Context: an optimization exercise on an open-source flow, tuned for small area, a short achievable clock period and few clock cycles per item. The choices shown serve that exercise and are no tape-out recipe. No functional check of the RTL was part of any run shown here. No activity file was given, so power comes from the tool's default toggle rates.

==> flow/design.v <==
module s_box (
    input [3:0] i_sb, output [3:0] o_sb
);
    assign o_sb[0] = (!i_sb[3]&!i_sb[2]&i_sb[1]) | (!i_sb[2]&i_sb[1]&i_sb[0]) 
    | (!i_sb[3]&i_sb[2]&!i_sb[1]) | (i_sb[2]&!i_sb[1]&i_sb[0]) | 
    (i_sb[3]&!i_sb[2]&!i_sb[1]&!i_sb[0]) | (i_sb[3]&i_sb[2]&i_sb[1]&!i_sb[0]);
    assign o_sb[1] = (!i_sb[3]&!i_sb[2]&!i_sb[0]) | (!i_sb[3]&!i_sb[1]&!i_sb[0]) | (i_sb[2]&i_sb[1]&i_sb[0]) 
| (i_sb[3]&!i_sb[2]&i_sb[0]) | (i_sb[3]&i_sb[2]&i_sb[1]);
    assign o_sb[2] = (!i_sb[3]&!i_sb[2]&!i_sb[1]) | (!i_sb[2]&!i_sb[1]&!i_sb[0]) | (!i_sb[3]&i_sb[2]&!i_sb[0]) 
| (i_sb[3]&i_sb[1]&i_sb[0]) | (i_sb[3]&i_sb[2]&i_sb[0]);
    assign o_sb[3] = (!i_sb[3]&!i_sb[2]&!i_sb[0]) | (!i_sb[3]&i_sb[1]&!i_sb[0]) | (!i_sb[3]&i_sb[2]&i_sb[0]) 
| (i_sb[3]&!i_sb[1]&!i_sb[0]) | (i_sb[3]&!i_sb[2]&i_sb[1]&i_sb[0]);
endmodule
module block_shuffle (
    input [15:0] i_bs, output [15:0] o_bs
);
    assign o_bs = {i_bs[7:4], i_bs[3:0], i_bs[15:12], i_bs[11:8]};
endmodule
module round_permutation #(
    parameter [5:0] shift = 5'b0000,
    parameter [7:0] data_length = 8'd16
)(
    input [data_length - 1:0] i_rp,  output [data_length - 1:0] o_rp
); 
assign o_rp = (i_rp << shift) | (i_rp >> (data_length - shift));
endmodule
module key_scheduler (
    input clk, rst, input [4:0] round_counter, input [79:0] i_ks_oldkey, output [79:0] o_ks_newkey 
);
    wire [79:0] level_shift;
    wire [79:0] level_sbox;
    wire [4:0] xor_rc;
    round_permutation #(.shift(13), .data_length(80)) rp (.i_rp(i_ks_oldkey), .o_rp(level_shift));
    s_box sb(.i_sb(level_shift[3:0]), .o_sb(level_sbox[3:0]));
    assign level_sbox[79:4] = level_shift[79:4];
    assign xor_rc = level_sbox[63:59]^(round_counter -1);
    assign o_ks_newkey = {level_sbox[79:64], xor_rc, level_sbox[58:0]};
endmodule
module dec_s_box (
    input [3:0] i_sb, output reg [3:0] o_sb 
);
    always @(*) begin
        case(i_sb)
        4'h0: o_sb = 4'hA;
        4'h1: o_sb = 4'h3;
        4'h2: o_sb = 4'h9;
        4'h3: o_sb = 4'hE;
        4'h4: o_sb = 4'h1;
        4'h5: o_sb = 4'hD;
        4'h6: o_sb = 4'hF;
        4'h7: o_sb = 4'h4;
        4'h8: o_sb = 4'hC;
        4'h9: o_sb = 4'h5;
        4'hA: o_sb = 4'h7;
        4'hB: o_sb = 4'h2;
        4'hC: o_sb = 4'h6;
        4'hD: o_sb = 4'h8;
        4'hE: o_sb = 4'h0;
        4'hF: o_sb = 4'hB;
        endcase
    end
endmodule
module dec_block_shuffle (
    input [15:0] i_bs, output [15:0] o_bs
);
    block_shuffle bs (i_bs, o_bs);
endmodule
module dec_round_permutation #(
    parameter [5:0] shift = 5'b0000,
    parameter [7:0] data_length = 8'd16
)(
    input [data_length - 1:0] i_rp,  output [data_length - 1:0] o_rp
); 
    assign o_rp = (i_rp >> shift) | (i_rp << (data_length - shift));
endmodule
module dec_XOR_layer (
    input [63:0] i_xor, output [63:0] o_xor
);
    assign o_xor = {(i_xor[63:48]^i_xor[47:32]), (i_xor[47:32]^i_xor[31:16]^i_xor[15:0]),(i_xor[63:48]^i_xor[47:32]^i_xor[31:16]), (i_xor[31:16]^i_xor[15:0])};
endmodule
module dec_permutation_layer (
    input [63:0] i_pl, output [63:0] o_pl
);
    wire [63:0] rp2bs;
    wire [63:0] xor2rp;
    dec_XOR_layer xl(.i_xor(i_pl), .o_xor(xor2rp));
            dec_round_permutation #(.shift(1), .data_length(16)) rp0(.i_rp(xor2rp[(16*0 + 15):16*0]), .o_rp(rp2bs[15:0]));
            dec_round_permutation #(.shift(4), .data_length(16)) rp1(.i_rp(xor2rp[(16*1 + 15):16*1]), .o_rp(rp2bs[(16 + 15):16*1]));
            dec_round_permutation #(.shift(7), .data_length(16)) rp2(.i_rp(xor2rp[(16*2 + 15):16*2]), .o_rp(rp2bs[(16*2 + 15):16*2]));
            dec_round_permutation #(.shift(9), .data_length(16)) rp3(.i_rp(xor2rp[(16*3 + 15):16*3]), .o_rp(rp2bs[(16*3 + 15):16*3]));
    genvar i;
    generate
        for (i = 0; i < 4; i = i +1 ) begin
            dec_block_shuffle bs(.i_bs(rp2bs[(16*i + 15):16*i]), .o_bs(o_pl[(16*i + 15):16*i]));
        end
    endgenerate
endmodule
module dec_add_round_key (
    input [63:0] i_ark_cipher, input [63:0] i_ark_key,
    output [63:0] o_ark_msg
);
    wire [63:0] sb2xor;
    wire [63:0] pl2sb;
    dec_permutation_layer pl(.i_pl(i_ark_cipher), .o_pl(pl2sb));
    genvar j;
    generate    
    for(j=0; j < 16; j = j + 1) begin
            dec_s_box sb(.i_sb(pl2sb[(4*j + 3):4*j]), .o_sb(sb2xor[(4*j + 3):4*j]));
        end
    endgenerate
    assign o_ark_msg = i_ark_key ^ sb2xor;
endmodule
module dec_key_scheduler (
    input clk, rst, input [4:0] round_counter, input [79:0] i_ks_oldkey, output [79:0] o_ks_newkey 
);
    wire [79:0] level_shift;
    wire [79:0] level_sbox;
    wire [4:0] xor_rc;
    assign {level_sbox[79:64], xor_rc, level_sbox[58:0]} = i_ks_oldkey;
    assign level_sbox[63:59] = xor_rc ^(round_counter -1);
    assign level_shift[79:4] = level_sbox[79:4];
    dec_s_box sb(.i_sb(level_sbox[3:0]), .o_sb(level_shift[3:0]));
    dec_round_permutation #(.shift(13), .data_length(80)) rp (.i_rp(level_shift), .o_rp(o_ks_newkey));
endmodule
module boron_dec (
    input  clk, rst, start, input [63:0] plain_text, input [79:0] master_key,
    output reg done, output [63:0] cipher_text
);
    function [3:0] sbox(input [3:0] a);
        begin
            sbox[0] = 16'h693c >> a;
            sbox[1] = 16'hca95 >> a;
            sbox[2] = 16'ha953 >> a;
            sbox[3] = 16'h19e5 >> a;
        end
    endfunction
    function [3:0] isbox(input [3:0] a);
        begin
            isbox[0] = 16'h8676 >> a;
            isbox[1] = 16'h9c4b >> a;
            isbox[2] = 16'h17e8 >> a;
            isbox[3] = 16'ha16d >> a;
        end
    endfunction
    function [79:0] kfwd(input [79:0] k, input [4:0] rc);
        reg [79:0] t;
        begin
            t = {k[66:0], k[79:67]};
            t[3:0] = sbox(t[3:0]);
            t[63:59] = t[63:59] ^ rc;
            kfwd = t;
        end
    endfunction
    function [79:0] kinv(input [79:0] k, input [4:0] rc);
        reg [79:0] t;
        begin
            t = k;
            t[63:59] = t[63:59] ^ rc;
            t[3:0] = isbox(t[3:0]);
            kinv = {t[12:0], t[79:13]};
        end
    endfunction
    function [79:0] kfwd12(input [79:0] k, input [4:0] b);
        reg [79:0] t;
        integer i;
        begin
            t = k;
            for (i = 0; i < 12; i = i + 1)
                t = kfwd(t, b + i[4:0]);
            kfwd12 = t;
        end
    endfunction
    function [63:0] iround(input [63:0] o);
        reg [15:0] w0, w1, w2, w3;
        reg [63:0] y, z;
        integer j;
        begin
            w3 = o[63:48] ^ o[47:32];
            w2 = o[47:32] ^ o[31:16] ^ o[15:0];
            w1 = o[63:48] ^ o[47:32] ^ o[31:16];
            w0 = o[31:16] ^ o[15:0];
            y = {{w3[8:0], w3[15:9]}, {w2[6:0], w2[15:7]}, {w1[3:0], w1[15:4]}, {w0[0], w0[15:1]}};
            for (j = 0; j < 4; j = j + 1)
                z[16*j +: 16] = {y[16*j+4 +: 4], y[16*j +: 4], y[16*j+12 +: 4], y[16*j+8 +: 4]};
            for (j = 0; j < 16; j = j + 1)
                iround[4*j +: 4] = isbox(z[4*j +: 4]);
        end
    endfunction
    reg id, kg1, kg2, rd;
    reg [4:0] cnt;
    reg [63:0] x;
    reg [79:0] k;
    wire [79:0] kl = kfwd(master_key, 5'd0);
    wire [79:0] kf = kfwd12(k, kg2 ? 5'd13 : 5'd1);
    wire [79:0] kb = kinv(k, cnt);
    wire [63:0] xr = iround(x ^ k[63:0]);
    assign cipher_text = x ^ k[63:0];
    always @(posedge clk) begin
        x <= ({64{id}} & plain_text) | ({64{rd}} & xr) | ({64{kg1 | kg2}} & x);
        k <= ({80{id}} & kl) | ({80{kg1 | kg2}} & kf) | ({80{rd}} & kb);
        cnt <= rd ? cnt - 5'd1 : 5'd24;
    end
    always @(posedge clk) begin
        if (!rst) begin
            id <= 1'b1;
            kg1 <= 1'b0;
            kg2 <= 1'b0;
            rd <= 1'b0;
            done <= 1'b0;
        end else begin
            done <= rd && cnt == 5'd0;
            id <= id ? !start : (rd && cnt == 5'd0);
            kg1 <= id && start;
            kg2 <= kg1;
            rd <= kg2 || (rd && cnt != 5'd0);
        end
    end
endmodule
==> flow/flow/run.sh <==
#!/bin/bash
set -euo pipefail
export BUFFER_PORTS_ARGS="-buffer_cell sky130_fd_sc_hd__buf_1"
bash standard.sh > standard.log 2>&1
==> flow/standard.sh <==
#!/bin/bash
# synth_recipe.tcl (not shown) runs the flow's synth.tcl, then flattens the netlist and writes it again
# the make line also repeats each setting of config.mk as NAME=value (left out here)
make -C /OpenROAD-flow-scripts/flow DESIGN_CONFIG=/design/flow/config.mk WORK_HOME=/design/flow/orfs CLKGATE_MAP_FILE= SYNTH_SCRIPT=/design/flow/synth_recipe.tcl "${@:-finish}"
==> flow/config.mk <==
export PLATFORM = sky130hd
export DESIGN_NAME = boron_dec
export DESIGN_NICKNAME = boron_dec
export VERILOG_FILES = /design/flow/design.v
export SDC_FILE = /design/flow/constraint.sdc
export NUM_CORES = 4
export LEC_CHECK = 0
export CAP_MARGIN = 20
export CORE_MARGIN = 2
export CORE_UTILIZATION = 40
export SETUP_SLACK_MARGIN = 3.0
export SLEW_MARGIN = 20
==> flow/constraint.sdc <==
create_clock -name core_clock -period 5.0 [get_ports {clk}]
set_input_delay 1.0000 -clock core_clock [delete_from_list [all_inputs] [get_ports {clk}]]
set_output_delay 1.0000 -clock core_clock [all_outputs]
set_load 0.01 [all_outputs]
==> reports/metrics.yaml, run 1 <==
run_status: "finished clean"
fin_ws_ps: 2670
first_global_vias: 11500
drtIter0Drc: 1913
start_util: 0.408
path_class: "register to primary output"
cts_inserted_buffers: 17
comb_power_share: 0.787
power.internal_mw: 9.18
power.share.clock: 0.081
synth_fp_nets: 1577
final_antenna_net_count: 0
finalSetupViolations: 0
critPathMaxStageDelay_ps: 410
wl_um: 51700
relSlewSlack: 0.424
end_kind: "primary output"
syn_area_mm2: 0.0117
yosys.area.top_type_share: 0.263
ctsHoldBuffers: 0
seqCellArea_mm2: 0.00346
post-route-period-util: 0.466
yosysTopAreaCell: "dfxtp_1"
dieWidth_um: 175
diodes: 0
slew_violations: 0
final_cells: 2213
finalSetupTns_ps: 0
portBuffers: 211
fin_hold_ws_ps: 453
synth_warnings: 1
synth_common_cells: "154 x dfxtp_1, 142 x o21ai_0, 132 x inv_1, 113 x xnor2_1, 92 x a22oi_1"
core_area_mm2: 0.0288
num_vias: 13200
htreeDepth: 4
crit_slowest_cell: "dfxtp_4"
worstPathMaxFanout: 3
synth_most_common_cell: "dfxtp_1"
max_clock_freq_mhz: 429
path_clk_slew_ps: 70
grt_use_total: 0.298
drc_errors: 0
power_leakage_nw: 7.81
switching_share: 0.462
num_rows: 62
synth_cell_type_count: 67
clk_path_buf_depth: 2
vdd_ir_drop_max_mv: 0.743
fillers: 2084
start_kind: "register"
fp.dieArea_mm2: 0.0307
tightest_slew_ps: 864
cp_num_buf_inv: 1
arrival_ps: 1330
clock_latency_ps: 440
viasPerCell: 5.95
globalplace.congestion: 0.964
die_h_um: 175
multi_input_area_mm2: 0.0106
pin_count: 212
crit_chain: "xor2_4 -> buf_6"
async_reset_ff_frac: 0
grt_pass1_wl_um: 69300
hold_path.class: "register to register"
hold_violations: 0
ys.flop_type: "dfxtp_1"
dp_hpwl_um: 31800
first_pass_iters: 8
syn2layout_area_growth_pct: 62.9
syn_inst: 1383
drv_cap: 0
root_buffer: "clkbuf_16"
layout.nets: 2010
place_ws_ps: 2310
fin_skew_ps: 13.2
dp_cells: 1905
drt-wirelength-per-cell_um: 23.4
yosysSeqAreaShare: 0.263
cts.sinks: 154
ys_ff_latch: 154
pwr-share-seq: 0.133
synth_edf_count: 0
crit_required_ps: 4000
cp_top_family: "flip-flops"
netSwitchingPower_mw: 7.90
powerDensity_mw_per_mm2: 894
grt-ovfl-total: 0
rsz0062_at_grt: "yes"
drive_gt1_frac: 0.453
grt_max_degree: 73
synth_area_per_cell_um2: 8.49
tritoncts: "done"
synthTopCellsByArea: "dfxtp_1 26%, xnor2_1 8.4%, o21ai_0 6.1%"
antenna_found_initial: 0
finalCriticalPeriod_ps: 2330
## layer usage
layer	global-route usage	up-vias	part of all wire
li1	-	5911	-
met1	0.404	6295	0.40
met2	0.472	823	0.45
met3	0.0545	134	0.094
met4	0.115	0	0.050
met5	0	-	0
## cell type report
type | instances | share of cell area
inverter | 133 | 0.0287
multi-input combinational | 1020 | 0.552
sequential | 154 | 0.181
clock inverter | 11 | 0.00700
tap | 384 | 0.0251
clock buffer | 21 | 0.0247
timing repair buffer | 490 | 0.181
## cell usage in the layout (no fill, tap or decap), types with 23 or more instances in the layout
cell type  instances
a22oi_1           91
a21oi_1           45
xnor2_4           64
xor2_4            28
xnor2_1           45
buf_1            160
inv_2             39
a221o_1           27
dfxtp_4           85
buf_6             87
o21ai_1           40
o21ai_0           95
inv_1             82
nand2_1           62
ha_1              23
dfxtp_2           48
nor2_1            73
buf_4            214
## metrics by stage
step | utilization | cell area, µm² | total power [mW]
2_1_floorplan | - | 12100 | 8.07
3_3_place_gp | 0.455 | 13100 | 9.73
3_5_place_dp | 0.455 | 13100 | 9.79
4_1_cts | 0.590 | 17000 | 13.6
5_1_grt | 0.664 | 19100 | 17.9
6_report | 0.664 | 19100 | 17.1
## power groups by stage
stage / clock [mW] / combinational (mW) / sequential [mW]
after CTS: 1.37 / 10.1 / 2.23
after floorplan: 0 / 6.29 / 1.78
final: 1.38 / 13.4 / 2.27
after global placement: 0 / 7.65 / 2.08
after global routing: 1.42 / 14.2 / 2.29
after detailed placement: 0 / 7.71 / 2.08
## worst paths after layout
kind	from	to	slack, ps	depth (start not counted)
max	k[50]$_DFF_P_	cipher_text[50]	2670	2
min	k[65]$_DFF_P_	k[61]$_DFF_P_	450	1
max reg2reg	k[34]$_DFF_P_	x[51]$_DFF_P_	2700	9
min reg2reg	k[65]$_DFF_P_	k[61]$_DFF_P_	450	1
## repair_timing
item / 4_1_cts / 5_1_grt
resized for setup: 480 / 314
gates cloned: 1 / 4
endpoints found under the setup margin: 189 / 160
pin swaps: 108 / 152
setup buffers: 174 / 97
## state kept, by name, summed over array words and instances, names as in the netlist
signal  count
id          1
cnt         5
kg1         1
k          80
x          64
done        1
kg2         1
rd          1
## cells by family after synthesis
family | synth area share
AOI/OAI and AO/OA | 0.276
xor gates and xnor gates | 0.185
adders and majority gates | 0.0598
buffers and inverters | 0.0711
DFF | 0.263
muxes | 0.0426
and+or+nand+nor | 0.103
==> inputs of run 2 (changes only) <==
--- a/flow/config.mk
+++ b/flow/config.mk
@@ -7,6 +7,7 @@
 export LEC_CHECK = 0
 export CAP_MARGIN = 20
 export CORE_MARGIN = 2
-export CORE_UTILIZATION = 40
+export CORE_UTILIZATION = 60
+export CTS_BUF_LIST = sky130_fd_sc_hd__clkbuf_4 sky130_fd_sc_hd__clkbuf_8
 export SETUP_SLACK_MARGIN = 3.0
 export SLEW_MARGIN = 20
==> reports/metrics.yaml, run 2 <==
synth_warnings: 1
die_h_um: 144
num_rows: 51
ctsHoldBuffers: 0
worst-ep-kind: "primary output"
firstError: "[ERROR GRT-0232] Routing congestion too high. Check the congestion heatmap in the GUI."
synth_edf_count: 0
cts_inserted_buffers: 17
cts.sinks: 154
htreeDepth: 4
start_util: 0.607
synth_common_cells: "154 x dfxtp_1, 142 x o21ai_0, 132 x inv_1, 113 x xnor2_1, 92 x a22oi_1"
grt-ovfl-total: 241
root_buffer: "clkbuf_8"
synth_area_per_cell_um2: 8.49
synthTopCellsByArea: "dfxtp_1 26%, xnor2_1 8.4%, o21ai_0 6.1%"
run_status: "aborted with a tool error"
dieWidth_um: 144
dp_hpwl_um: 29000
syn_inst: 1383
grt_max_degree: 61
clk_path_buf_depth: 2
async_reset_ff_frac: 0
yosysSeqAreaShare: 0.263
synth_most_common_cell: "dfxtp_1"
synth_cell_type_count: 67
synth_fp_nets: 1577
ys.flop_type: "dfxtp_1"
yosysTopAreaCell: "dfxtp_1"
grt_worst_setup_endpoint: "cipher_text[7]"
pin_count: 212
grt_use_total: 0.866
portBuffers: 211
syn_area_mm2: 0.0117
yosys.area.top_type_share: 0.263
ys_ff_latch: 154
lastStage: "global routing"
globalplace.congestion: 0.938
[run 2: cell counts after synthesis]
Identical to the previous run, type by type.
[run 2: cell families after synthesis]
group	after synthesis	share of synthesized area
compound gates	470	0.276
simple gates	259	0.103
buf+inv	214	0.0711
xor+xnor	191	0.185
flops	154	0.263
fa+ha+maj	58	0.0598
mux	37	0.0426
[run 2: worst max path at each step]
stage                             start             end  slack, ps  cells past startpoint
after floorplan            k[7]$_DFF_P_   x[43]$_DFF_P_       2930                      8
after global placement    k[20]$_DFF_P_   x[39]$_DFF_P_       2400                      7
after detailed placement  k[20]$_DFF_P_   x[39]$_DFF_P_       2350                      7
after CTS                  k[7]$_DFF_P_  cipher_text[7]       2640                      3
[run 2: metal layers]
layer / GRT overflow / track usage
met5: 0 / 0.393
met4: 89 / 0.938
met3: 4 / 0.748
met1: 7 / 0.837
met2: 141 / 1.00
[run 2: stage by stage]
step	power (mW)	setup slack [ps]	instances	cell area, µm²
floorplan	8.07	2930	1383	12100
CTS	13.3	2640	1996	16700
global placement	9.56	2400	1787	12900
detailed placement	9.69	2350	1787	13000
[run 2: power by group through the flow]
stage                     Combinational, mW  Clock, mW  Sequential [mW]
after floorplan                        6.29          0             1.78
after global placement                 7.49          0             2.07
after detailed placement               7.63          0             2.07
after CTS                              10.1       1.04             2.22
[run 2: repair_timing]
item,CTS
setup buffers,177
pin swaps,106
resized for setup,486
gates cloned,0
endpoints found under the setup margin,184
==> inputs of run 3 (changes only) <==
--- a/flow/config.mk
+++ b/flow/config.mk
@@ -7,7 +7,8 @@
 export LEC_CHECK = 0
 export CAP_MARGIN = 20
 export CORE_MARGIN = 2
-export CORE_UTILIZATION = 60
+export CORE_UTILIZATION = 40
 export CTS_BUF_LIST = sky130_fd_sc_hd__clkbuf_4 sky130_fd_sc_hd__clkbuf_8
-export SETUP_SLACK_MARGIN = 3.0
+export PLACE_DENSITY = 0.75
+export SETUP_SLACK_MARGIN = 2.5
 export SLEW_MARGIN = 20
==> reports/metrics.yaml, run 3 <==
ctsHoldBuffers: 0
die_h_um: 175
final_common_cell: "buf_1"
cts_inserted_buffers: 17
cp_num_buf_inv: 2
final_cells: 1947
fillers: 2627
ys.flop_type: "dfxtp_1"
htreeDepth: 4
post-route-period-util: 0.506
max_clock_freq_mhz: 395
crit_required_ps: 4000
path_clk_slew_ps: 100
crit_path_end: "cipher_text[29]"
fin_skew_ps: 20.2
largest_reg_flops: 80
num_vias: 11700
power_leakage_nw: 5.76
multi_input_area_mm2: 0.00878
dp_cells: 1908
worstPathMaxFanout: 4
finalCriticalPeriod_ps: 2530
slew_violations: 0
r2r_cells: 9
synth_common_cells: "154 x dfxtp_1, 142 x o21ai_0, 132 x inv_1, 113 x xnor2_1, 92 x a22oi_1"
hold_violations: 0
portBuffers: 211
tritoncts: "done"
layout.nets: 1744
globalplace.congestion: 0.968
cp_top_family: "flip-flops"
grt_max_degree: 84
wl_um: 42300
root_buffer: "clkbuf_8"
finalSetupTns_ps: 0
cts.sinks: 154
start_util: 0.408
first_pass_iters: 9
finalSetupViolations: 0
diodes: 0
seqCellArea_mm2: 0.00318
fp.dieArea_mm2: 0.0307
r2r_start: "k[60]$_DFF_P_"
synth_warnings: 1
num_rows: 62
rsz0062_at_grt: "yes"
place_area_mm2: 0.0128
fin_ws_ps: 2470
core_area_mm2: 0.0288
first_global_vias: 10600
place_ws_ps: 2210
drv_cap: 0
powerDensity_mw_per_mm2: 800
vdd_ir_drop_max_mv: 0.312
clock_latency_ps: 480
yosysTopAreaCell: "dfxtp_1"
crit_chain: "xnor2_2 -> inv_1 -> buf_1"
grt_use_total: 0.265
dp_hpwl_um: 31500
hold_path.class: "register to register"
reg_top3: "k (80), x (64), cnt (5)"
yosysSeqAreaShare: 0.263
drive_gt1_frac: 0.139
grt_pass1_wl_um: 62300
pin_count: 212
drc_errors: 0
yosys.area.top_type_share: 0.263
relSlewSlack: 0.344
rrSetupSlack_ps: 2500
synth_area_per_cell_um2: 8.49
syn_area_mm2: 0.0117
ys_ff_latch: 154
syn_inst: 1383
path_class: "register to primary output"
viasPerCell: 6.00
end_kind: "primary output"
arrival_ps: 1530
tightest_slew_ps: 984
fin_hold_ws_ps: 459
syn2layout_area_growth_pct: 21.4
worstReg2RegEnd: "x[19]$_DFF_P_"
dieWidth_um: 175
synth_fp_nets: 1577
drtIter0Drc: 1409
drt-wirelength-per-cell_um: 21.7
run_status: "finished clean"
grt-ovfl-total: 0
min_path_cells: 1
fin_area_mm2: 0.0143
path_depth: 3
final_cell_mix: "211 x buf_1, 141 x o21ai_0, 130 x inv_1"
synth_most_common_cell: "dfxtp_1"
crit_path_start: "x[29]$_DFF_P_"
clk_path_buf_depth: 2
crit_slowest_cell: "dfxtp_1"
async_reset_ff_frac: 0
antenna_found_initial: 0
synthTopCellsByArea: "dfxtp_1 26%, xnor2_1 8.4%, o21ai_0 6.1%"
synth_edf_count: 0
final_antenna_net_count: 0
synth_cell_type_count: 67
top_register: "k"
start_kind: "register"
critPathMaxStageDelay_ps: 370
## run 3: logic make-up (layout without fill, tap and decap cells)
kind of cell               Yosys count  after routing  synth area share
xor gates and xnor gates           191            191             0.185
muxes                               37             37            0.0426
adders and majority gates           58             58            0.0598
DFF                                154            154             0.263
buffers and inverters              214            394            0.0711
AOI/OAI and AO/OA                  470            470             0.276
and+or+nand+nor                    259            259             0.103
## run 3: area by class of cell
| cell class | count | area share |
|---|---|---|
| clock buffers | 19 | 0.0183 |
| clock inverters | 13 | 0.00737 |
| inverters | 133 | 0.0353 |
| multi-input cells | 1015 | 0.616 |
| flip-flops and latches | 154 | 0.223 |
| well taps | 384 | 0.0337 |
| repair buffers | 229 | 0.0659 |
## run 3: worst min-delay path by stage
stage,start,end,slack (ps)
floorplan,cnt[0]$_SDFF_PN0_,cnt[0]$_SDFF_PN0_,420
global placement,cnt[0]$_SDFF_PN0_,cnt[0]$_SDFF_PN0_,440
detailed placement,k[65]$_DFF_P_,k[61]$_DFF_P_,450
CTS,k[65]$_DFF_P_,k[61]$_DFF_P_,460
global route,k[65]$_DFF_P_,k[61]$_DFF_P_,490
finish,k[65]$_DFF_P_,k[61]$_DFF_P_,460
## run 3: timing repair
action,in CTS,in global routing
resized for setup,121,56
pin swaps,6,8
buffers inserted,1,6
endpoints found under the setup margin,85,66
## run 3: stage by stage
step	utilization	power, mW
2_1_floorplan	-	7.84
3_3_place_gp	0.444	9.32
3_5_place_dp	0.444	9.54
4_1_cts	0.482	10.9
5_1_grt	0.495	12.2
6_report	0.495	11.4
## run 3: routing by layer
| layer | GRT usage | routed length, µm | vias up | share of wire |
|---|---|---|---|---|
| met5 | 0 | 0 | - | 0 |
| li1 | - | - | 5369 | - |
| met4 | 0.134 | 2610 | 0 | 0.062 |
| met1 | 0.351 | 17300 | 5483 | 0.41 |
| met2 | 0.404 | 18200 | 698 | 0.43 |
| met3 | 0.0610 | 4230 | 134 | 0.10 |
## run 3: where the power goes
group / leakage [nW] / switching, mW / internal (mW)
combinational: 4.28 / 4.65 / 3.61
clock: 0.182 / 0.547 / 0.380
sequential: 1.30 / 0.668 / 1.55
## run 3: worst reg2reg max path, stage by stage, from the launching register on
cell and delay, ps:
dfxtp_1 400, xnor2_2 330, xor2_2 310, xnor2_1 240, inv_1 190, ha_1 340
mux2i_1 130, nor2_1 60, a311oi_1 270, o21ai_0 100
==> inputs of run 4 (changes only) <==
==> flow/run.sh (new file) <==
#!/bin/bash
# synth_recipe.tcl (not shown) runs the flow's synth.tcl, then flattens the netlist and writes it again
# the make line also repeats each setting of config.mk as NAME=value (left out here)
make -C /OpenROAD-flow-scripts/flow DESIGN_CONFIG=/design/flow/config.mk WORK_HOME=/design/flow/orfs CLKGATE_MAP_FILE= SYNTH_SCRIPT=/design/flow/synth_recipe.tcl finish
--- a/flow/config.mk
+++ b/flow/config.mk
@@ -8,7 +8,5 @@
 export CAP_MARGIN = 20
 export CORE_MARGIN = 2
 export CORE_UTILIZATION = 40
-export CTS_BUF_LIST = sky130_fd_sc_hd__clkbuf_4 sky130_fd_sc_hd__clkbuf_8
-export PLACE_DENSITY = 0.75
 export SETUP_SLACK_MARGIN = 2.5
 export SLEW_MARGIN = 20
removed: flow/flow/run.sh
removed: flow/standard.sh
==> reports/metrics.yaml, run 4 <==
vdd_ir_drop_max_mv: 0.509
rrSetupSlack_ps: 2560
max_clock_freq_mhz: 399
start_kind: "register"
seqCellArea_mm2: 0.00337
tritoncts: "done"
cts.sinks: 154
layout.nets: 1803
min_from: "k[66]$_DFF_P_"
path_clk_slew_ps: 70
r2r_cells: 7
dieWidth_um: 175
yosys.area.top_type_share: 0.263
min_path_cells: 1
final_common_cell: "clkdlybuf4s50_1"
arrival_ps: 1510
ys.flop_type: "dfxtp_1"
grt-ovfl-total: 0
hold_violations: 0
worstReg2RegEnd: "x[63]$_DFF_P_"
synth_area_per_cell_um2: 8.49
syn_inst: 1383
fin_ws_ps: 2490
end_kind: "primary output"
yosysSeqAreaShare: 0.263
synth_edf_count: 0
hold_end: "k[62]$_DFF_P_"
viasPerCell: 5.88
first_global_vias: 10800
synthTopCellsByArea: "dfxtp_1 26%, xnor2_1 8.4%, o21ai_0 6.1%"
relSlewSlack: 0.305
fin_skew_ps: 17.0
power_leakage_nw: 6.89
die_h_um: 175
r2r_start: "k[48]$_DFF_P_"
cts_inserted_buffers: 17
finalCriticalPeriod_ps: 2510
drtIter0Drc: 1301
ys_ff_latch: 154
largest_reg_flops: 80
final_core_util: 0.576
async_reset_ff_frac: 0
synth_common_cells: "154 x dfxtp_1, 142 x o21ai_0, 132 x inv_1, 113 x xnor2_1, 92 x a22oi_1"
antenna_found_initial: 0
core_area_mm2: 0.0288
path_class: "register to primary output"
grt_max_degree: 80
synth_cell_type_count: 67
place_ws_ps: 2150
drive_gt1_frac: 0.211
syn_area_mm2: 0.0117
clock_latency_ps: 440
pin_count: 212
fillers: 2524
first_pass_iters: 7
grt_use_total: 0.286
final_cell_mix: "147 x clkdlybuf4s50_1, 141 x o21ai_0, 130 x inv_1"
drc_errors: 0
finalSetupTns_ps: 0
crit_required_ps: 4000
final_antenna_net_count: 0
drt-wirelength-per-cell_um: 22.4
dp_hpwl_um: 32000
yosysTopAreaCell: "dfxtp_1"
start_util: 0.408
synth_warnings: 1
powerDensity_mw_per_mm2: 757
root_buffer: "clkbuf_16"
num_rows: 62
synth_fp_nets: 1577
wl_um: 44900
syn2layout_area_growth_pct: 41.3
hold_path.class: "register to register"
slew_violations: 0
multi_input_area_mm2: 0.00898
globalplace.congestion: 0.927
top_register: "k"
num_vias: 11800
finalSetupViolations: 0
reg_top3: "k (80), x (64), cnt (5)"
post-route-period-util: 0.502
diodes: 0
grt_pass1_wl_um: 66400
synth_most_common_cell: "dfxtp_1"
portBuffers: 211
clk_path_buf_depth: 2
rsz0062_at_grt: "yes"
worstPathMaxFanout: 4
htreeDepth: 4
tightest_slew_ps: 1040
run_status: "finished clean"
fp.dieArea_mm2: 0.0307
drv_cap: 0
run 4: cell counts after synthesis:
No cell type changed its count.
run 4: worst max-delay path, stage by stage (launching register included):
cell and delay [ps]:
dfxtp_4 400, xnor2_4 240, inv_1 140, dlygate4sd2_1 310
run 4: what timing repair did:
item	CTS	global route
hold buffers	0	0
gates resized for setup	339	29
buffers inserted	60	10
endpoints found under the setup margin	95	28
pin swaps	55	4
run 4: layout make-up:
type / count / share of cell area
clock buffer: 17 / 0.0256
clock inverter: 15 / 0.0107
inverter: 133 / 0.0301
multi-input combinational: 1015 / 0.541
sequential: 154 / 0.203
tap: 384 / 0.0290
timing repair buffer: 288 / 0.160
run 4: per-stage QoR:
stage | hold slack, ps | std cells | cell area [µm²] | power [mW]
6_report | 449 | 2006 | 16600 | 12.6
5_1_grt | 489 | 2006 | 16600 | 13.4
4_1_cts | 453 | 1996 | 16400 | 12.2
3_5_place_dp | 448 | 1904 | 14100 | 9.97
3_3_place_gp | 447 | 1904 | 14100 | 9.85
2_1_floorplan | 422 | 1383 | 11700 | 7.84
run 4: report_power, final:
group	switching, mW	leakage (nW)	internal (mW)
Clock	0.613	0.288	0.756
Sequential	0.669	1.32	1.60
Combinational	4.78	5.28	4.13
run 4: cell families (layout without fill, tap and decap cells):
| family | count (synthesis) | count (layout) | synth area share |
|---|---|---|---|
| and+or+nand+nor | 259 | 259 | 0.103 |
| xor gates and xnor gates | 191 | 191 | 0.185 |
| buffers and inverters | 214 | 453 | 0.0711 |
| muxes | 37 | 37 | 0.0426 |
| adders and majority gates | 58 | 58 | 0.0598 |
| AOI/OAI and AO/OA | 470 | 470 | 0.276 |
| DFF | 154 | 154 | 0.263 |
run 4: worst max path at each step:
stage                             start               to  cells past startpoint
final                     k[36]$_DFF_P_  cipher_text[36]                      3
after global routing      k[36]$_DFF_P_  cipher_text[36]                      3
after CTS                  k[5]$_DFF_P_   cipher_text[5]                      3
after detailed placement  k[44]$_DFF_P_    x[19]$_DFF_P_                      9
after global placement    k[44]$_DFF_P_    x[19]$_DFF_P_                      9
after floorplan           k[24]$_DFF_P_    x[43]$_DFF_P_                      7
run 4: layer usage:
| metal | wire length, µm | track usage | vias up |
|---|---|---|---|
| li1 | - | - | 5498 |
| met1 | 19700 | 0.401 | 5716 |
| met2 | 20400 | 0.449 | 532 |
| met3 | 3490 | 0.0470 | 55 |
| met4 | 1320 | 0.0969 | 0 |
| met5 | 0 | 0 | - |
==> inputs of run 5 (changes only) <==
--- a/flow/design.v
+++ b/flow/design.v
@@ -193,10 +193,10 @@
     wire [79:0] kl = kfwd(master_key, 5'd0);
     wire [79:0] kf = kfwd12(k, kg2 ? 5'd13 : 5'd1);
     wire [79:0] kb = kinv(k, cnt);
-    wire [63:0] xr = iround(x ^ k[63:0]);
-    assign cipher_text = x ^ k[63:0];
+    wire [63:0] xr = iround(x) ^ kb[63:0];
+    assign cipher_text = x;
     always @(posedge clk) begin
-        x <= ({64{id}} & plain_text) | ({64{rd}} & xr) | ({64{kg1 | kg2}} & x);
+        x <= ({64{id}} & plain_text) | ({64{rd}} & xr) | ({64{kg1 | kg2}} & (x ^ ({64{kg2}} & kf[63:0])));
         k <= ({80{id}} & kl) | ({80{kg1 | kg2}} & kf) | ({80{rd}} & kb);
         cnt <= rd ? cnt - 5'd1 : 5'd24;
     end
==> flow/flow/run.sh (new file) <==
#!/bin/bash
set -euo pipefail
export BUFFER_PORTS_ARGS="-buffer_cell sky130_fd_sc_hd__buf_1"
bash standard.sh > standard.log 2>&1
==> flow/standard.sh (new file) <==
#!/bin/bash
# synth_recipe.tcl (not shown) runs the flow's synth.tcl, then flattens the netlist and writes it again
# the make line also repeats each setting of config.mk as NAME=value (left out here)
make -C /OpenROAD-flow-scripts/flow DESIGN_CONFIG=/design/flow/config.mk WORK_HOME=/design/flow/orfs CLKGATE_MAP_FILE= SYNTH_SCRIPT=/design/flow/synth_recipe.tcl "${@:-finish}"
--- a/flow/config.mk
+++ b/flow/config.mk
@@ -8,5 +8,6 @@
 export CAP_MARGIN = 20
 export CORE_MARGIN = 2
 export CORE_UTILIZATION = 40
+export CTS_BUF_LIST = sky130_fd_sc_hd__clkbuf_4 sky130_fd_sc_hd__clkbuf_8
 export SETUP_SLACK_MARGIN = 2.5
 export SLEW_MARGIN = 20
removed: flow/run.sh
==> reports/metrics.yaml, run 5 <==
cts_inserted_buffers: 17
crit_slowest_cell: "dfxtp_1"
dp_hpwl_um: 36100
synth_edf_count: 0
first_global_vias: 11200
synth_cell_type_count: 64
place_ws_ps: 2250
grt_busiest_layer: "met2"
run_status: "finished clean"
place_area_mm2: 0.0139
cp_num_buf_inv: 0
fin_skew_ps: 21.9
max_clock_freq_mhz: 405
seqCellArea_mm2: 0.00314
largest_reg_flops: 80
final_antenna_net_count: 0
dp_cells: 2001
fillers: 3103
final_common_cell: "buf_1"
drtIter0Drc: 1547
use_met2: 0.447
fp.dieArea_mm2: 0.0336
pin_count: 212
grt_pass1_wl_um: 69800
use_met3: 0.0546
tightest_slew_ps: 1010
cp_top_family: "XOR/XNOR gates"
grt_max_degree: 81
top_register: "k"
globalplace.congestion: 0.907
path_class: "register to register"
async_reset_ff_frac: 0
start_util: 0.407
syn2layout_area_growth_pct: 15.4
powerDensity_mw_per_mm2: 628
yosysSeqAreaShare: 0.240
drt-wirelength-per-cell_um: 23.4
path_clk_slew_ps: 110
start_kind: "register"
viasPerCell: 5.95
finalSetupViolations: 0
tritoncts: "done"
rsz0062_at_grt: "yes"
grt-ovfl-total: 0
slew_violations: 0
grt_use_total: 0.278
dieWidth_um: 183
first_pass_iters: 9
drv_cap: 0
clock_latency_ps: 490
post-route-period-util: 0.494
drc_errors: 0
critPathMaxStageDelay_ps: 630
worstPathMaxFanout: 8
final_cell_mix: "211 x buf_1, 151 x o21ai_0, 122 x dfxtp_1"
final_cells: 2046
vdd_ir_drop_max_mv: 0.209
diodes: 0
arrival_ps: 2820
crit_chain: "xnor2_2 -> xnor2_4 -> ha_1 -> mux2_2 -> mux2i_1 -> xnor2_1 -> a222oi_1 -> o21ai_1"
synthTopCellsByArea: "dfxtp_1 24%, ha_1 11%, xnor2_1 8.0%"
ys_ff_latch: 154
hold_violations: 0
synth_common_cells: "155 x o21ai_0, 154 x dfxtp_1, 118 x ha_1, 118 x inv_1, 117 x xnor2_1"
layout.nets: 1896
power_mw: 9.32
core_area_mm2: 0.0316
synth_area_per_cell_um2: 8.76
crit_required_ps: 5350
die_h_um: 183
yosys.area.top_type_share: 0.240
clk_path_buf_depth: 2
syn_inst: 1467
fin_hold_ws_ps: 464
num_vias: 12200
power_leakage_nw: 6.07
final_core_util: 0.470
synth_warnings: 1
finalCriticalPeriod_ps: 2470
synth_fp_nets: 1732
reg_top3: "k (80), x (64), cnt (5)"
end_kind: "register"
portBuffers: 211
htreeDepth: 4
hold_path.class: "register to register"
num_rows: 65
finalSetupTns_ps: 0
relSlewSlack: 0.329
multi_input_area_mm2: 0.00939
ctsHoldBuffers: 0
drive_gt1_frac: 0.111
synth_most_common_cell: "o21ai_0"
fin_area_mm2: 0.0148
syn_area_mm2: 0.0128
antenna_found_initial: 0
ys.flop_type: "dfxtp_1"
cts.sinks: 154
root_buffer: "clkbuf_8"
use_met1: 0.376
yosysTopAreaCell: "dfxtp_1"
fin_ws_ps: 2530
wl_um: 48000
==> run 5: power by group <==
group | total [mW] | internal (mW) | leakage, nW | switching, mW
logic | 6.07 | 2.79 | 4.59 | 3.28
clock network | 0.992 | 0.431 | 0.186 | 0.561
registers | 2.25 | 1.52 | 1.30 | 0.738
==> run 5: what timing repair did <==
| item | in CTS | in global routing |
|---|---|---|
| gates cloned | 0 | 0 |
| resized for setup | 37 | 61 |
| endpoints found under the setup margin | 38 | 51 |
| hold endpoints to repair | 0 | 0 |
| pin swaps | 1 | 8 |
| setup buffers | 4 | 9 |
==> run 5: final timing paths <==
check                    start                 to  slack, ps  cells past startpoint
max              x[36]$_DFF_P_      x[27]$_DFF_P_       2530                      8
min          cnt[0]$_SDFF_PN0_  cnt[0]$_SDFF_PN0_        460                      1
max reg2reg      x[36]$_DFF_P_      x[27]$_DFF_P_       2530                      8
min reg2reg  cnt[0]$_SDFF_PN0_  cnt[0]$_SDFF_PN0_        460                      1
==> run 5: kinds of logic (layout without fill, tap and decap cells) <==
kind of cell,count (synthesis),after routing,share of synthesized area
AOI/OAI and AO/OA,460,460,0.238
xor gates and xnor gates,225,225,0.176
adders and majority gates,126,126,0.121
buffers and inverters,207,384,0.0643
DFF,154,154,0.240
muxes,63,63,0.0755
and+or+nand+nor,232,232,0.0854
==> run 5: routing by layer <==
layer / vias to the layer above / routed length (µm) / part of all wire
li1: 5635 / - / -
met1: 5838 / 20300 / 0.42
met2: 614 / 21900 / 0.46
met3: 78 / 4450 / 0.093
met4: 0 / 1330 / 0.028
met5: - / 0 / 0
==> run 5: area by class of cell <==
cell class	instances	area share
multi-input combinational	1106	0.634
inverter	118	0.0299
timing repair buffer	234	0.0651
tap	402	0.0339
clock inverter	12	0.00768
clock buffer	20	0.0181
sequential	154	0.212
==> inputs of run 6 (changes only) <==
--- a/flow/design.v
+++ b/flow/design.v
@@ -160,14 +160,14 @@
             kinv = {t[12:0], t[79:13]};
         end
     endfunction
-    function [79:0] kfwd12(input [79:0] k, input [4:0] b);
+    function [79:0] kfwd5(input [79:0] k, input [4:0] b);
         reg [79:0] t;
-        integer i;
-        begin
-            t = k;
-            for (i = 0; i < 12; i = i + 1)
-                t = kfwd(t, b + i[4:0]);
-            kfwd12 = t;
+        begin
+            t = kfwd(k, b);
+            t = kfwd(t, b + 5'd1);
+            t = kfwd(t, b + 5'd2);
+            t = kfwd(t, b + 5'd3);
+            kfwd5 = kfwd(t, b + 5'd4);
         end
     endfunction
     function [63:0] iround(input [63:0] o);
@@ -186,33 +186,47 @@
                 iround[4*j +: 4] = isbox(z[4*j +: 4]);
         end
     endfunction
-    reg id, kg1, kg2, rd;
+    reg id, kg, rd;
     reg [4:0] cnt;
     reg [63:0] x;
     reg [79:0] k;
-    wire [79:0] kl = kfwd(master_key, 5'd0);
-    wire [79:0] kf = kfwd12(k, kg2 ? 5'd13 : 5'd1);
+    wire [79:0] kl = kfwd5(master_key, 5'd0);
+    wire [79:0] kf = kfwd5(k, cnt);
     wire [79:0] kb = kinv(k, cnt);
-    wire [63:0] xr = iround(x) ^ kb[63:0];
-    assign cipher_text = x;
+    wire [63:0] xr = iround(x ^ k[63:0]);
+    assign cipher_text = x ^ k[63:0];
     always @(posedge clk) begin
-        x <= ({64{id}} & plain_text) | ({64{rd}} & xr) | ({64{kg1 | kg2}} & (x ^ ({64{kg2}} & kf[63:0])));
-        k <= ({80{id}} & kl) | ({80{kg1 | kg2}} & kf) | ({80{rd}} & kb);
-        cnt <= rd ? cnt - 5'd1 : 5'd24;
+        x <= ({64{id}} & plain_text) | ({64{rd}} & xr) | ({64{kg}} & x);
+        k <= ({80{id}} & kl) | ({80{kg}} & kf) | ({80{rd}} & kb);
+        if (id)
+            cnt <= 5'd5;
+        else if (kg)
+            cnt <= (cnt == 5'd20) ? 5'd24 : cnt + 5'd5;
+        else
+            cnt <= cnt - 5'd1;
     end
     always @(posedge clk) begin
         if (!rst) begin
             id <= 1'b1;
-            kg1 <= 1'b0;
-            kg2 <= 1'b0;
+            kg <= 1'b0;
             rd <= 1'b0;
             done <= 1'b0;
         end else begin
             done <= rd && cnt == 5'd0;
-            id <= id ? !start : (rd && cnt == 5'd0);
-            kg1 <= id && start;
-            kg2 <= kg1;
-            rd <= kg2 || (rd && cnt != 5'd0);
+            if (id) begin
+                id <= !start;
+                kg <= start;
+            end else if (kg) begin
+                if (cnt == 5'd20) begin
+                    kg <= 1'b0;
+                    rd <= 1'b1;
+                end
+            end else if (rd) begin
+                if (cnt == 5'd0) begin
+                    rd <= 1'b0;
+                    id <= 1'b1;
+                end
+            end
         end
     end
 endmodule
==> flow/run.sh (new file) <==
#!/bin/bash
# synth_recipe.tcl (not shown) runs the flow's synth.tcl, then flattens the netlist and writes it again
# the make line also repeats each setting of config.mk as NAME=value (left out here)
make -C /OpenROAD-flow-scripts/flow DESIGN_CONFIG=/design/flow/config.mk WORK_HOME=/design/flow/orfs CLKGATE_MAP_FILE= SYNTH_SCRIPT=/design/flow/synth_recipe.tcl finish
--- a/flow/config.mk
+++ b/flow/config.mk
@@ -8,6 +8,4 @@
 export CAP_MARGIN = 20
 export CORE_MARGIN = 2
 export CORE_UTILIZATION = 40
-export CTS_BUF_LIST = sky130_fd_sc_hd__clkbuf_4 sky130_fd_sc_hd__clkbuf_8
-export SETUP_SLACK_MARGIN = 2.5
 export SLEW_MARGIN = 20
removed: flow/flow/run.sh
removed: flow/standard.sh
==> reports/metrics.yaml, run 6 <==
run_status: "finished clean"
min_path_cells: 2
ys.flop_type: "dfxtp_1"
synth_common_cells: "153 x dfxtp_1, 152 x inv_1, 100 x xnor2_1, 88 x nand2_1, 83 x ha_1"
ctsHoldBuffers: 0
final_cell_mix: "211 x clkdlybuf4s50_1, 152 x inv_1, 150 x dfxtp_1"
synth_most_common_cell: "dfxtp_1"
finalSetupViolations: 0
r2r_start: "k[31]$_DFF_P_"
synth_warnings: 1
drtIter0Drc: 1313
fin_hold_ws_ps: 476
wl_um: 39500
yosys.area.top_type_share: 0.262
synth-xor-area-share: 0.191
arrival_ps: 2140
start_util: 0.407
top_register: "k"
dp_hpwl_um: 30300
crit_required_ps: 4000
cts_inserted_buffers: 17
finalSetupTns_ps: 0
crit_path_start: "x[35]$_DFF_P_"
grt_use_total: 0.252
cp_top_family: "buffers and inverters"
final_common_cell: "clkdlybuf4s50_1"
pin_count: 212
max_clock_freq_mhz: 318
power_leakage_nw: 6.27
clk_path_buf_depth: 2
worstPathMaxFanout: 4
ys_ff_latch: 153
synth_top_family_by_area: "compound AO/OA/AOI/OAI gates"
synth_edf_count: 0
globalplace.congestion: 0.910
yosys-mux-area-fraction: 0.0475
powerDensity_mw_per_mm2: 452
fp.dieArea_mm2: 0.0306
hold_violations: 0
rrSetupSlack_ps: 2040
start_kind: "register"
worstReg2RegEnd: "x[35]$_DFF_P_"
dieWidth_um: 175
dp_cells: 1884
post-route-period-util: 0.628
synth_fp_nets: 1598
yosysTopAreaCell: "dfxtp_1"
synth_cell_type_count: 65
reg_top3: "k (80), x (64), cnt (5)"
min_from: "k[71]$_DFF_P_"
vdd_ir_drop_max_mv: 0.267
portBuffers: 211
synth_area_per_cell_um2: 8.53
viasPerCell: 5.62
finalCriticalPeriod_ps: 3140
end_kind: "primary output"
final_antenna_net_count: 0
diodes: 0
drv_cap: 0
clock_latency_ps: 430
first_global_vias: 9921
die_h_um: 175
tightest_slew_ps: 1040
crit_chain: "xor2_1 -> clkdlybuf4s50_1"
final_cells: 1915
cts.sinks: 153
hold_end: "k[58]$_DFF_P_"
cts-resized-gates: 0
htreeDepth: 4
synth_compound_area_frac: 0.241
path_clk_slew_ps: 70
syn_area_mm2: 0.0117
syn2layout_area_growth_pct: 24.9
fin_skew_ps: 13.6
hold_path.class: "register to register"
fin_area_mm2: 0.0146
grt_max_degree: 76
first_pass_iters: 10
root_buffer: "clkbuf_16"
rsz0062_at_grt: "no"
slew_violations: 0
path_class: "register to primary output"
cts_setup_buffers: 0
yosysSeqAreaShare: 0.262
critPathMaxStageDelay_ps: 670
relSlewSlack: 0.299
synthAdderAreaFrac: 0.0924
crit_slowest_cell: "clkdlybuf4s50_1"
cp_num_buf_inv: 1
drive_gt1_frac: 0.0516
drt-wirelength-per-cell_um: 20.6
antenna_found_initial: 1
drc_errors: 0
place_area_mm2: 0.0140
num_rows: 62
grt-ovfl-total: 0
synthTopCellsByArea: "dfxtp_1 26%, ha_1 8.9%, xnor2_1 7.5%"
syn_inst: 1368
async_reset_ff_frac: 0
layout.nets: 1749
num_vias: 10800
tritoncts: "done"
core_area_mm2: 0.0287
synthSimpleGateAreaFrac: 0.0858
grt_pass1_wl_um: 58600
largest_reg_flops: 80
r2r_cells: 6
==> run 6: cell types whose count changed after synthesis, moves of 17 or more <==
cell      delta
a222oi_1    +25
inv_1       +34
xnor2_1     -17
ha_1        -35
o21ai_0     -74
o221ai_1    +18
a21oi_1     -26
==> run 6: cells by family (layout without fill, tap and decap cells) <==
group | count (synthesis) | in the layout
AOI/OAI and AO/OA | 394 | 394
xor gates and xnor gates | 213 | 213
adders and majority gates | 87 | 87
buffers and inverters | 245 | 408
DFF | 153 | 153
muxes | 50 | 50
and+or+nand+nor | 226 | 226
==> run 6: area by class of cell <==
cell class	instances	area, µm²
Fill cell	2756	14100
Multi-Input combinational cell	970	7670
Sequential cell	153	3070
Timing Repair Buffer	216	2150
Inverter	161	604
Tap cell	384	480
Clock buffer	21	472
Clock inverter	10	129
==> run 6: how the worst max path moves through the flow <==
stage          cells past startpoint  slack, ps               to
6_report                           2       1860  cipher_text[35]
5_1_grt                            2       1790   cipher_text[1]
4_1_cts                            2       1890  cipher_text[35]
3_5_place_dp                       6       2060    x[35]$_DFF_P_
3_3_place_gp                       7       2140    x[18]$_DFF_P_
2_1_floorplan                      9       2870    x[16]$_DFF_P_
==> run 6: per-stage QoR <==
| stage | total power [mW] | util | setup slack [ps] |
|---|---|---|---|
| after floorplan | 4.20 | - | 2870 |
| after global placement | 5.16 | 0.487 | 2140 |
| after detailed placement | 5.22 | 0.487 | 2060 |
| after CTS | 6.58 | 0.508 | 1890 |
| after global routing | 7.07 | 0.508 | 1790 |
| final | 6.59 | 0.508 | 1860 |
==> run 6: tightest hold or removal path, cell delays in order (launching register included) <==
cell	delay (ps)
dfxtp_1	330
a222oi_1	60
inv_1	60
==> run 6: routing by layer <==
layer  vias up  wire length [µm]  global-route usage  share of wire
li1       5166                 -                   -              -
met1      5096             17800               0.355           0.45
met2       435             17800               0.395           0.45
met3        60              2870              0.0383          0.073
met4         2              1050              0.0795          0.027
met5         -                13                   0        0.00033
==> run 6: power breakdown <==
group          internal [mW]  switching (mW)  leakage (nW)
sequential              1.36           0.267          1.29
clock                  0.787           0.567         0.291
combinational           1.62            1.99          4.69
==> inputs of run 7 (changes only) <==
--- a/flow/config.mk
+++ b/flow/config.mk
@@ -7,5 +7,6 @@
 export LEC_CHECK = 0
 export CAP_MARGIN = 20
 export CORE_MARGIN = 2
-export CORE_UTILIZATION = 40
+export CORE_UTILIZATION = 60
+export CTS_BUF_LIST = sky130_fd_sc_hd__clkbuf_4 sky130_fd_sc_hd__clkbuf_8
 export SLEW_MARGIN = 20
==> reports/metrics.yaml, run 7 <==
run_status: "finished clean"
hold_path.class: "register to register"
tightest_slew_ps: 970
fin_ws_ps: 1910
clock_latency_ps: 460
diodes: 0
synth_edf_count: 0
cp_top_family: "buffers and inverters"
async_reset_ff_frac: 0
yosysTopAreaCell: "dfxtp_1"
num_vias: 11000
end_kind: "primary output"
yosys.area.top_type_share: 0.262
top_register: "k"
grt_use_total: 0.351
yosysSeqAreaShare: 0.262
final_common_cell: "clkdlybuf4s50_1"
wl_um: 36800
grt_pass1_wl_um: 54800
multi_input_area_mm2: 0.00767
synth_fp_nets: 1598
pwr-share-seq: 0.257
crit_required_ps: 4000
netSwitchingPower_mw: 2.77
portBuffers: 211
power.internal_mw: 3.51
first_pass_iters: 12
hold_end: "k[51]$_DFF_P_"
ys.flop_type: "dfxtp_1"
worstReg2RegEnd: "x[18]$_DFF_P_"
clk_path_buf_depth: 2
finalSetupTns_ps: 0
cp_num_buf_inv: 1
path_class: "register to primary output"
rrSetupSlack_ps: 2170
powerDensity_mw_per_mm2: 440
drt-wirelength-per-cell_um: 20.5
fin_skew_ps: 22.6
first_global_vias: 9954
final_cells: 1796
power.share.clock: 0.169
pin_count: 212
root_buffer: "clkbuf_8"
hold_violations: 0
r2r_cells: 7
start_kind: "register"
synth_most_common_cell: "dfxtp_1"
critPathMaxStageDelay_ps: 620
drive_gt1_frac: 0.0536
crit_chain: "xor2_1 -> clkdlybuf4s50_1"
fillers: 1524
finalSetupViolations: 0
dp_cells: 1764
vdd_ir_drop_max_mv: 0.187
rsz0062_at_grt: "no"
grt_max_degree: 75
arrival_ps: 2090
cts_inserted_buffers: 17
cts-resized-gates: 0
r2r_start: "k[62]$_DFF_P_"
tritoncts: "done"
synth_common_cells: "153 x dfxtp_1, 152 x inv_1, 100 x xnor2_1, 88 x nand2_1, 83 x ha_1"
fp.dieArea_mm2: 0.0206
ctsHoldBuffers: 0
min_from: "k[64]$_DFF_P_"
antenna_found_initial: 0
synth_warnings: 1
synthTopCellsByArea: "dfxtp_1 26%, ha_1 8.9%, xnor2_1 7.5%"
power_leakage_nw: 6.20
path_clk_slew_ps: 100
core_area_mm2: 0.0193
start_util: 0.606
max_clock_freq_mhz: 323
final_cell_mix: "211 x clkdlybuf4s50_1, 151 x inv_1, 150 x dfxtp_1"
drtIter0Drc: 1122
final_antenna_net_count: 0
cts_setup_buffers: 0
switching_share: 0.441
min_path_cells: 2
comb_power_share: 0.574
post-route-period-util: 0.619
syn_inst: 1368
slew_violations: 0
largest_reg_flops: 80
drc_errors: 0
place_ws_ps: 2180
grt-ovfl-total: 0
globalplace.congestion: 0.923
cts.sinks: 153
viasPerCell: 6.12
layout.nets: 1748
synth_cell_type_count: 65
final_core_util: 0.740
die_h_um: 143
worstPathMaxFanout: 8
synth_area_per_cell_um2: 8.53
htreeDepth: 4
syn_area_mm2: 0.0117
dp_hpwl_um: 27700
syn2layout_area_growth_pct: 22.2
dieWidth_um: 143
reg_top3: "k (80), x (64), cnt (5)"
ys_ff_latch: 153
relSlewSlack: 0.349
num_rows: 51
crit_slowest_cell: "clkdlybuf4s50_1"
seqCellArea_mm2: 0.00307
fin_hold_ws_ps: 493
finalCriticalPeriod_ps: 3090
drv_cap: 0
==> run 7: cell counts after synthesis <==
No cell type changed its count.
==> run 7: worst max-delay path by stage <==
stage                   start              end  slack (ps)  cells after the start
2_1_floorplan   k[44]$_DFF_P_    x[16]$_DFF_P_        2870                      9
6_report         k[1]$_DFF_P_   cipher_text[1]        1910                      2
3_5_place_dp    k[62]$_DFF_P_    x[18]$_DFF_P_        2180                      7
5_1_grt         k[17]$_DFF_P_  cipher_text[17]        1810                      3
4_1_cts          k[1]$_DFF_P_   cipher_text[1]        1900                      2
3_3_place_gp   master_key[28]    k[16]$_DFF_P_        2220                      7
==> run 7: metal layers <==
layer  GRT usage  wire, µm  up-vias
met5           0         0        -
met4       0.141      1350        0
met3      0.0716      3790       81
met2       0.551     16700      601
met1       0.474     15000     5136
li1            -         -     5177
==> run 7: worst reg2reg max path, stage by stage (launching register included) <==
cell	delay [ps]
dfxtp_1	470
xor2_1	300
xor2_1	420
inv_2	170
xnor2_1	810
nor3b_1	340
o21a_1	170
o21ai_1	60
==> run 7: through the flow <==
stage          cell area [µm²]  power [mW]
2_1_floorplan            11700        4.20
3_3_place_gp             13800        5.10
3_5_place_dp             13800        5.18
4_1_cts                  14300        6.23
5_1_grt                  14300        6.73
6_report                 14300        6.28
==> run 7: cell type report <==
cell class | count | share of cell area
clock buffer | 21 | 0.0194
inverter | 161 | 0.0424
timing repair buffer | 215 | 0.150
sequential | 153 | 0.216
tap | 265 | 0.0233
multi-input combinational | 970 | 0.538
clock inverter | 11 | 0.0111
==> run 7: cell families after synthesis <==
family,Yosys count,share of synthesized area
AND/OR/NAND/NOR,226,0.0858
AO/OA/AOI/OAI,394,0.241
multiplexers,50,0.0475
buffers and inverters,245,0.0802
flip-flops,153,0.262
XOR/XNOR,213,0.191
adder cells (fa/ha/maj),87,0.0924
==> run 7: power by group through the flow <==
stage                     Combinational, mW  Clock (mW)  Sequential [mW]
after global placement                 3.47           0             1.63
final                                  3.60        1.06             1.62
after detailed placement               3.55           0             1.63
after floorplan                        2.72           0             1.48
after global routing                   3.98        1.12             1.63
after CTS                              3.57        1.06             1.60
==> inputs of run 8 (changes only) <==
--- a/flow/design.v
+++ b/flow/design.v
@@ -127,20 +127,20 @@
     output reg done, output [63:0] cipher_text
 );
     function [3:0] sbox(input [3:0] a);
-        begin
-            sbox[0] = 16'h693c >> a;
-            sbox[1] = 16'hca95 >> a;
-            sbox[2] = 16'ha953 >> a;
-            sbox[3] = 16'h19e5 >> a;
-        end
+        case (a)
+            4'h0: sbox = 4'hE; 4'h1: sbox = 4'h4; 4'h2: sbox = 4'hB; 4'h3: sbox = 4'h1;
+            4'h4: sbox = 4'h7; 4'h5: sbox = 4'h9; 4'h6: sbox = 4'hC; 4'h7: sbox = 4'hA;
+            4'h8: sbox = 4'hD; 4'h9: sbox = 4'h2; 4'hA: sbox = 4'h0; 4'hB: sbox = 4'hF;
+            4'hC: sbox = 4'h8; 4'hD: sbox = 4'h5; 4'hE: sbox = 4'h3; default: sbox = 4'h6;
+        endcase
     endfunction
     function [3:0] isbox(input [3:0] a);
-        begin
-            isbox[0] = 16'h8676 >> a;
-            isbox[1] = 16'h9c4b >> a;
-            isbox[2] = 16'h17e8 >> a;
-            isbox[3] = 16'ha16d >> a;
-        end
+        case (a)
+            4'h0: isbox = 4'hA; 4'h1: isbox = 4'h3; 4'h2: isbox = 4'h9; 4'h3: isbox = 4'hE;
+            4'h4: isbox = 4'h1; 4'h5: isbox = 4'hD; 4'h6: isbox = 4'hF; 4'h7: isbox = 4'h4;
+            4'h8: isbox = 4'hC; 4'h9: isbox = 4'h5; 4'hA: isbox = 4'h7; 4'hB: isbox = 4'h2;
+            4'hC: isbox = 4'h6; 4'hD: isbox = 4'h8; 4'hE: isbox = 4'h0; default: isbox = 4'hB;
+        endcase
     endfunction
     function [79:0] kfwd(input [79:0] k, input [4:0] rc);
         reg [79:0] t;
@@ -160,9 +160,11 @@
             kinv = {t[12:0], t[79:13]};
         end
     endfunction
-    function [79:0] kfwd5(input [79:0] k, input [4:0] b);
+    function [79:0] kfwd5(input [79:0] k, input [2:0] j);
         reg [79:0] t;
-        begin
+        reg [4:0] b;
+        begin
+            b = {j, 2'b00} + {2'b00, j};
             t = kfwd(k, b);
             t = kfwd(t, b + 5'd1);
             t = kfwd(t, b + 5'd2);
@@ -186,47 +188,48 @@
                 iround[4*j +: 4] = isbox(z[4*j +: 4]);
         end
     endfunction
-    reg id, kg, rd;
+    localparam IDLE = 2'd0, KEYGEN = 2'd1, ROUND = 2'd2;
+    reg [1:0] phase;
     reg [4:0] cnt;
     reg [63:0] x;
     reg [79:0] k;
-    wire [79:0] kl = kfwd5(master_key, 5'd0);
-    wire [79:0] kf = kfwd5(k, cnt);
-    wire [79:0] kb = kinv(k, cnt);
+    wire idle = (phase != KEYGEN) && (phase != ROUND);
+    wire [79:0] kf = kfwd5(idle ? master_key : k, idle ? 3'd0 : cnt[2:0]);
+    wire [79:0] kb = kinv(k, cnt - 5'd1);
     wire [63:0] xr = iround(x ^ k[63:0]);
     assign cipher_text = x ^ k[63:0];
     always @(posedge clk) begin
-        x <= ({64{id}} & plain_text) | ({64{rd}} & xr) | ({64{kg}} & x);
-        k <= ({80{id}} & kl) | ({80{kg}} & kf) | ({80{rd}} & kb);
-        if (id)
-            cnt <= 5'd5;
-        else if (kg)
-            cnt <= (cnt == 5'd20) ? 5'd24 : cnt + 5'd5;
-        else
-            cnt <= cnt - 5'd1;
-    end
-    always @(posedge clk) begin
         if (!rst) begin
-            id <= 1'b1;
-            kg <= 1'b0;
-            rd <= 1'b0;
+            phase <= IDLE;
             done <= 1'b0;
         end else begin
-            done <= rd && cnt == 5'd0;
-            if (id) begin
-                id <= !start;
-                kg <= start;
-            end else if (kg) begin
-                if (cnt == 5'd20) begin
-                    kg <= 1'b0;
-                    rd <= 1'b1;
+            done <= 1'b0;
+            case (phase)
+                KEYGEN: begin
+                    k <= kf;
+                    if (cnt == 5'd4) begin
+                        phase <= ROUND;
+                        cnt <= 5'd25;
+                    end else
+                        cnt <= cnt + 5'd1;
                 end
-            end else if (rd) begin
-                if (cnt == 5'd0) begin
-                    rd <= 1'b0;
-                    id <= 1'b1;
+                ROUND: begin
+                    x <= xr;
+                    k <= kb;
+                    cnt <= cnt - 5'd1;
+                    if (cnt == 5'd1) begin
+                        phase <= IDLE;
+                        done <= 1'b1;
+                    end
                 end
-            end
+                default:
+                    if (start) begin
+                        x <= plain_text;
+                        k <= kf;
+                        cnt <= 5'd1;
+                        phase <= KEYGEN;
+                    end
+            endcase
         end
     end
 endmodule
--- a/flow/config.mk
+++ b/flow/config.mk
@@ -7,6 +7,5 @@
 export LEC_CHECK = 0
 export CAP_MARGIN = 20
 export CORE_MARGIN = 2
-export CORE_UTILIZATION = 60
-export CTS_BUF_LIST = sky130_fd_sc_hd__clkbuf_4 sky130_fd_sc_hd__clkbuf_8
+export CORE_UTILIZATION = 40
 export SLEW_MARGIN = 20
==> reports/metrics.yaml, run 8 <==
run_status: "finished clean"
layout.nets: 1794
diodes: 0
num_vias: 10300
slew_violations: 0
top_layer_used: "met4"
ctsHoldBuffers: 0
crit_path_end: "kinv$func$/design/flow/design.v:198$5473.$result[68]$_DFF_P_"
drtIter0Drc: 767
path_class: "register to register"
critPathMaxStageDelay_ps: 730
cts_inserted_buffers: 17
synth_fp_nets: 1608
core_area_mm2: 0.0333
drive_gt1_frac: 0.0804
globalplace.congestion: 0.893
crit_chain: "inv_1 -> ha_4 -> mux2i_1 -> ha_1 -> nand2b_1 -> a211oi_1 -> or4b_2 -> a21o_1 -> inv_1 -> ha_1 -> mux2_2 -> mux2i_1"
tritoncts: "done"
synthTopCellsByArea: "edfxtp_1 33%, ha_1 13%, mux2i_1 7.2%"
final_cell_mix: "211 x clkdlybuf4s50_1, 149 x edfxtp_1, 141 x ha_1"
fp.dieArea_mm2: 0.0350
synth_edf_count: 149
drc_errors: 0
worstPathMaxFanout: 53
yosys.area.top_type_share: 0.334
place_ws_ps: 971
clk_path_buf_depth: 2
largest_reg_flops: 80
fin_ws_ps: 1200
clock_latency_ps: 440
route.met2.wl_um: 18800
finalSetupViolations: 0
end_kind: "register"
cp_top_family: "adder cells"
r2r_start: "phase[0]$_SDFFE_PN0P_"
path_depth: 12
finalCriticalPeriod_ps: 3800
grt_max_degree: 181
finalSetupTns_ps: 0
first_pass_iters: 4
met1_length_um: 18600
ys.flop_type: "edfxtp_1"
relSlewSlack: 0.303
syn2layout_area_growth_pct: 23.7
crit_required_ps: 5360
pin_count: 212
synth_common_cells: "149 x edfxtp_1, 142 x ha_1, 134 x inv_1, 125 x nand2_1, 107 x o21ai_0"
drv_cap: 0
tightest_slew_ps: 1040
dp_hpwl_um: 31600
final_common_cell: "clkdlybuf4s50_1"
start_util: 0.403
arrival_ps: 4160
antenna_found_initial: 0
grt_pass1_wl_um: 61400
path_clk_slew_ps: 60
power_leakage_nw: 6.87
grt-ovfl-total: 0
crit_slowest_cell: "ha_4"
yosysSeqAreaShare: 0.344
root_buffer: "clkbuf_16"
hold_violations: 0
ys_ff_latch: 156
worstReg2RegEnd: "kinv$func$/design/flow/design.v:198$5473.$result[68]$_DFF_P_"
r2r_cells: 12
synth_cell_type_count: 61
num_rows: 67
htreeDepth: 4
wl_um: 41000
met3_length_um: 2380
synth_warnings: 1
final_antenna_net_count: 0
first_global_vias: 10100
synth_most_common_cell: "edfxtp_1"
powerDensity_mw_per_mm2: 420
hold_path.class: "register to register"
async_reset_ff_frac: 0
power_mw: 6.97
cp_num_buf_inv: 2
portBuffers: 211
syn_area_mm2: 0.0134
drt-wirelength-per-cell_um: 20.9
max_clock_freq_mhz: 263
die_h_um: 187
viasPerCell: 5.24
top_register: "k"
vdd_ir_drop_max_mv: 0.238
crit_path_start: "phase[0]$_SDFFE_PN0P_"
grt_use_total: 0.234
syn_inst: 1319
yosysTopAreaCell: "edfxtp_1"
cts.sinks: 156
reg_top3: "k (80), x (64), cnt (5)"
fin_skew_ps: 14.9
cts-resized-gates: 0
rsz0062_at_grt: "no"
start_kind: "register"
rrSetupSlack_ps: 1200
dieWidth_um: 187
post-route-period-util: 0.760
synth_area_per_cell_um2: 10.2
cts_setup_buffers: 0
[run 8: changes by cell type after synthesis, sizes merged, moves of 24 or more]
cell	change
mux2	+27
dfxtp	-146
ha	+59
a22oi	-54
mux2i	+53
o221ai	-24
edfxtp	+149
mux4	+28
clkbuf	-30
a222oi	-65
nand2	+37
[run 8: tightest hold or removal path, delay by kind of cell, from the launching register on]
kind             cells  cell delay, ps
muxes                1             130
DFF                  1             320
and+or+nand+nor      1              60
[run 8: metal layers]
metal  vias up  global-route usage
li1       4930                   -
met5         -                   0
met3        58              0.0355
met2       361               0.370
met4         0              0.0818
met1      4941               0.327
[run 8: cells by family after synthesis]
kind of cell / count (synthesis) / share of synthesized area
xor+xnor: 181 / 0.129
mux: 158 / 0.152
simple gates: 247 / 0.0779
fa+ha+maj: 142 / 0.133
flops: 156 / 0.344
buf+inv: 189 / 0.0547
compound gates: 246 / 0.109
[run 8: metrics by stage]
step                      utilization  area [µm²]  cells  hold slack (ps)
final                           0.498       16600   1965              550
after global routing            0.498       16600   1965              580
after CTS                       0.498       16600   1965              556
after detailed placement        0.479       16000   1934              543
after global placement          0.479       16000   1934              530
after floorplan                     -       13400   1319              484
[run 8: layout make-up]
cell class              count  area (µm²)
clock buffers              18         429
clock inverters            13         199
fillers                  3048       16700
inverters                 136         512
multi-input cells         974        8080
flip-flops and latches    156        4610
well taps                 448         561
repair buffers            220        2190
[run 8: power breakdown]
part,switching [mW],internal [mW],total [mW],leakage (nW)
Combinational,2.01,1.68,3.69,5.10
Sequential,0.192,1.67,1.86,1.46
Clock,0.548,0.879,1.43,0.309
[run 8: worst min path at each step]
stage                                                                       from                    end  slack, ps  depth (start not counted)
floorplan           kinv$func$/design/flow/design.v:198$5473.$result[67]$_DFF_P_        k[67]$_DFFE_PN_        480                          2
global placement                                                 k[65]$_DFFE_PN_        k[52]$_DFFE_PN_        530                          2
detailed placement                                               k[65]$_DFFE_PN_        k[52]$_DFFE_PN_        540                          2
CTS                                                        phase[0]$_SDFFE_PN0P_  phase[0]$_SDFFE_PN0P_        560                          2
global route                                                     k[76]$_DFFE_PN_        k[63]$_DFFE_PN_        580                          2
finish                                                     phase[0]$_SDFFE_PN0P_  phase[0]$_SDFFE_PN0P_        550                          2

[afterwards: timing with drivers on the ports]
The results above use ideal ports. As a check the final layouts listed here were re-extracted and re-timed, cells and wires unchanged. Step 1 sets driving cells, clkbuf_16 on the clock port and buf_2 on the other inputs (assumed; they add their load-dependent delay and slew). Step 2, shift: input delay + t, output delay - t, t = (earliest + latest rising clock arrival at the registers) / 2. This alone moves slack from input paths to output paths. Three values: ideal ports, drivers, drivers and shift; two values: the first two.
run | t (ns) | setup WS [ns]
run 1 | 0.483 | 2.670 / 2.622 / 2.696
run 3 | 0.514 | 2.469 / 2.423 / 2.500
run 4 | 0.485 | 2.492 / 2.440 / 2.448
run 5 | 0.524 | 2.532 / 2.532 / 2.532
run 6 | 0.475 | 1.860 / 1.810 / 2.035
run 7 | 0.494 | 1.907 / 1.863 / 2.158
run 8 | 0.477 | 1.200 / 1.200 / 0.920
After both steps setup and hold are still met in every run listed.
